From an optimization exercise on the open Yosys and OpenROAD flow, aimed at small area; shortcuts taken in it are not production practice.
Where RTL was checked, it was by simulation tests only, not by an equivalence proof against the original.
Power and IR drop assume default switching activity.

==> flow/design.v <==
module sdram_controller (
    wr_addr,
    wr_data,
    wr_enable,
    rd_addr,
    rd_data,
    rd_ready,
    rd_enable,
    busy, rst_n, clk,
    addr, bank_addr, data_in, data_out, data_oe, clock_enable, cs_n, ras_n, cas_n, we_n,
    data_mask_low, data_mask_high
);
input  [23:0] wr_addr;
input  [15:0] wr_data;
input         wr_enable;
input  [23:0] rd_addr;
output [15:0] rd_data;
input         rd_enable;
output        rd_ready;
output        busy;
input         rst_n;
input         clk;
output [12:0] addr;
output [1:0]  bank_addr;
input  [15:0] data_in;
output [15:0] data_out;
output        data_oe;
output        clock_enable;
output        cs_n;
output        ras_n;
output        cas_n;
output        we_n;
output        data_mask_low;
output        data_mask_high;
localparam [9:0] S0  = 10'd363;    
localparam [9:0] SM11 = 10'd291;   
reg [12:0] row_r;      
reg [8:0]  col_r;      
reg [1:0]  bank_r;     
reg [15:0] wr_data_r;
reg [15:0] rd_data_r;
reg [9:0]  rcnt;
reg        ref_due;    
reg        seq;        
reg        acc;        
reg        rd;         
reg [2:0]  phase;
wire post   = acc & phase[2] & phase[1] & (phase[0] | ~rd);
wire act    = acc & (phase == 3'd0);
wire cas    = acc & (phase == 3'd3);
wire dec    = (~seq & ~acc) | post;             
wire [9:0] rcnt_next = {rcnt[8:0], rcnt[9] ^ rcnt[2]};
wire at518  = ~rcnt[8] & ~rcnt[7] & ~rcnt[4] & ~rcnt[3] & ~rcnt[1] & ~rcnt[0];
wire s_pall = seq & ~rcnt[4] & ~rcnt[3] & ~rcnt[2];                  
wire s_ref  = seq & ((~rcnt[6] & ~rcnt[5] & ~rcnt[4]) |
                     (~rcnt[9] & rcnt[7] & rcnt[4] & ~rcnt[2]));    
wire s_mrs  = seq & ~rcnt[4] & ~rcnt[2] & ~rcnt[1];                  
wire s_end  = ~rcnt[6] & rcnt[5] & ~rcnt[3] & rcnt[2];               
always @(posedge clk) begin
  if (rd_enable)
    {bank_r, col_r} <= {rd_addr[23:22], rd_addr[8:0]};
  else if (wr_enable)
    {bank_r, col_r} <= {wr_addr[23:22], wr_addr[8:0]};
  row_r <= rd_enable ? rd_addr[21:9] : wr_addr[21:9];
  if (wr_enable)
    wr_data_r <= wr_data;
  rd_data_r <= data_in;
  phase <= dec ? 3'd0 : phase + 3'd1;
  if (dec)
    rd <= rd_enable;
  if (~rst_n) begin
    seq     <= 1'b1;
    acc     <= 1'b0;
    ref_due <= 1'b0;
    rcnt    <= S0;
  end else if (dec & ref_due) begin
    seq     <= 1'b1;
    acc     <= 1'b0;
    ref_due <= 1'b0;
    rcnt    <= SM11;
  end else begin
    if (dec)
      acc <= rd_enable | wr_enable;
    if (s_end)
      seq <= 1'b0;
    if (at518)
      ref_due <= 1'b1;
    rcnt <= rcnt_next;
  end
end
assign clock_enable = 1'b1;
assign cs_n  = 1'b0;
assign ras_n = ~(act | s_pall | s_ref | s_mrs);
assign cas_n = ~(cas | s_ref | s_mrs);
assign we_n  = ~((cas & ~rd) | s_pall | s_mrs);
assign data_oe  = cas & ~rd;
assign data_out = wr_data_r;
assign data_mask_low  = ~acc | post;
assign data_mask_high = ~acc | post;
assign busy     = acc & (phase != 3'd0);
assign rd_ready = post & rd;
assign rd_data  = rd_data_r;
assign bank_addr = bank_r & {2{acc}};
assign addr[12:11] = row_r[12:11] & {2{acc}};
assign addr[10]    = acc ? (row_r[10] | ~act) : rcnt[1];   
assign addr[9]     = row_r[9] | ~acc;
assign addr[8:0]   = acc ? (act ? row_r[8:0] : col_r) : 9'h030;
endmodule
Settings: LEC_CHECK=0, CAP_MARGIN=20, CORE_MARGIN=2, CORE_UTILIZATION=40, PLACE_DENSITY=0.6, SLEW_MARGIN=20; clock period 7.5 ns.
standard.sh (not shown) runs the stock make flow with config.mk's settings and CLKGATE_MAP_FILE= SYNTH_SCRIPT=/design/flow/synth_recipe.tcl, a recipe that flattens the netlist after the stock synthesis.
==> flow/flow/run.sh <==
#!/bin/bash
# Standard ORFS layout, with each port buffered by buf_1 and a small clock tree
# (no dummy clock loads).
set -euo pipefail
export BUFFER_PORTS_ARGS="-buffer_cell sky130_fd_sc_hd__buf_1"
export CTS_ARGS="-sink_clustering_enable -repair_clock_nets -dont_use_dummy_load -buf_list sky130_fd_sc_hd__clkbuf_4 -sink_clustering_size 24 -sink_clustering_max_diameter 100"
bash standard.sh finish > flow_make.log 2>&1
Rerun with:
--- a/flow/design.v
+++ b/flow/design.v
@@ -32,15 +32,13 @@
 output        we_n;
 output        data_mask_low;
 output        data_mask_high;
-localparam [9:0] S0  = 10'd363;    
-localparam [9:0] SM11 = 10'd291;   
+localparam [9:0] C = 10'd1017;
 reg [12:0] row_r;      
 reg [8:0]  col_r;      
 reg [1:0]  bank_r;     
 reg [15:0] wr_data_r;
 reg [15:0] rd_data_r;
 reg [9:0]  rcnt;
-reg        ref_due;    
 reg        seq;        
 reg        acc;        
 reg        rd;         
@@ -49,13 +47,11 @@
 wire act    = acc & (phase == 3'd0);
 wire cas    = acc & (phase == 3'd3);
 wire dec    = (~seq & ~acc) | post;             
-wire [9:0] rcnt_next = {rcnt[8:0], rcnt[9] ^ rcnt[2]};
-wire at518  = ~rcnt[8] & ~rcnt[7] & ~rcnt[4] & ~rcnt[3] & ~rcnt[1] & ~rcnt[0];
-wire s_pall = seq & ~rcnt[4] & ~rcnt[3] & ~rcnt[2];                  
-wire s_ref  = seq & ((~rcnt[6] & ~rcnt[5] & ~rcnt[4]) |
-                     (~rcnt[9] & rcnt[7] & rcnt[4] & ~rcnt[2]));    
-wire s_mrs  = seq & ~rcnt[4] & ~rcnt[2] & ~rcnt[1];                  
-wire s_end  = ~rcnt[6] & rcnt[5] & ~rcnt[3] & rcnt[2];               
+wire due    = rcnt[9] & ~rcnt[8];               
+wire s_pall = seq & (rcnt == C + 10'd16 || rcnt == C - 10'd11);
+wire s_ref  = seq & (rcnt == C + 10'd18 || rcnt == C + 10'd27 || rcnt == C - 10'd9);
+wire s_mrs  = seq & (rcnt == C + 10'd36);
+wire s_end  = (rcnt == C + 10'd38 || rcnt == C - 10'd1);
 always @(posedge clk) begin
   if (rd_enable)
     {bank_r, col_r} <= {rd_addr[23:22], rd_addr[8:0]};
@@ -69,23 +65,17 @@
   if (dec)
     rd <= rd_enable;
   if (~rst_n) begin
-    seq     <= 1'b1;
-    acc     <= 1'b0;
-    ref_due <= 1'b0;
-    rcnt    <= S0;
-  end else if (dec & ref_due) begin
-    seq     <= 1'b1;
-    acc     <= 1'b0;
-    ref_due <= 1'b0;
-    rcnt    <= SM11;
+    seq  <= 1'b1;
+    acc  <= 1'b0;
+    rcnt <= C;
+  end else if (dec) begin
+    seq  <= due;
+    acc  <= ~due & (rd_enable | wr_enable);
+    rcnt <= due ? C - 10'd11 : rcnt + 10'd1;
   end else begin
-    if (dec)
-      acc <= rd_enable | wr_enable;
     if (s_end)
       seq <= 1'b0;
-    if (at518)
-      ref_due <= 1'b1;
-    rcnt <= rcnt_next;
+    rcnt <= rcnt + 10'd1;
   end
 end
 assign clock_enable = 1'b1;
@@ -102,7 +92,7 @@
 assign rd_data  = rd_data_r;
 assign bank_addr = bank_r & {2{acc}};
 assign addr[12:11] = row_r[12:11] & {2{acc}};
-assign addr[10]    = acc ? (row_r[10] | ~act) : rcnt[1];   
+assign addr[10]    = acc ? (row_r[10] | ~act) : ~s_mrs;
 assign addr[9]     = row_r[9] | ~acc;
 assign addr[8:0]   = acc ? (act ? row_r[8:0] : col_r) : 9'h030;
 endmodule
=>
- synthesized cell count goes up by about a fifth
- flip-flop and latch count goes down by 1
- cell count goes up by roughly a tenth
- non-clock buffer count is unchanged
- die area goes up by a few percent
- first-iteration DRC count goes up by a few percent
- final area goes up by a few percent
- total power goes up by roughly a tenth
- worst setup slack gets better by 0.073 ns
- maximum frequency goes up by a few percent
- clock-buffer cell count stays the same
The RTL of the first run of this note was laid out without a check of its function.

-- static timing again, ports no longer ideal --
In the flow no input, the clock included, has a driving cell. The finished layouts below were timed again as built, in two steps.
Step 1 assumes that a clkbuf_16 drives the clock port and a buf_2 every other input.
Step 2 adds t to the input delays and takes it off the output delays; t is the mean of the earliest and latest rising clock arrival at the registers after step 1. Input paths then give back, and output paths get back, about the clock's delay inside the block.
a / b / c = ideal / step 1 / step 2; a / b = the first two.
run	t (ns)	slack for setup (ns)	worst setup path after step 2	worst slew at a driven data input, ns
the first run	0.410	3.794 / 3.766 / 4.176	register to output	0.05
the second run	0.406	3.867 / 3.840 / 4.246	register to output	0.04
After both steps every run listed still meets setup and hold.
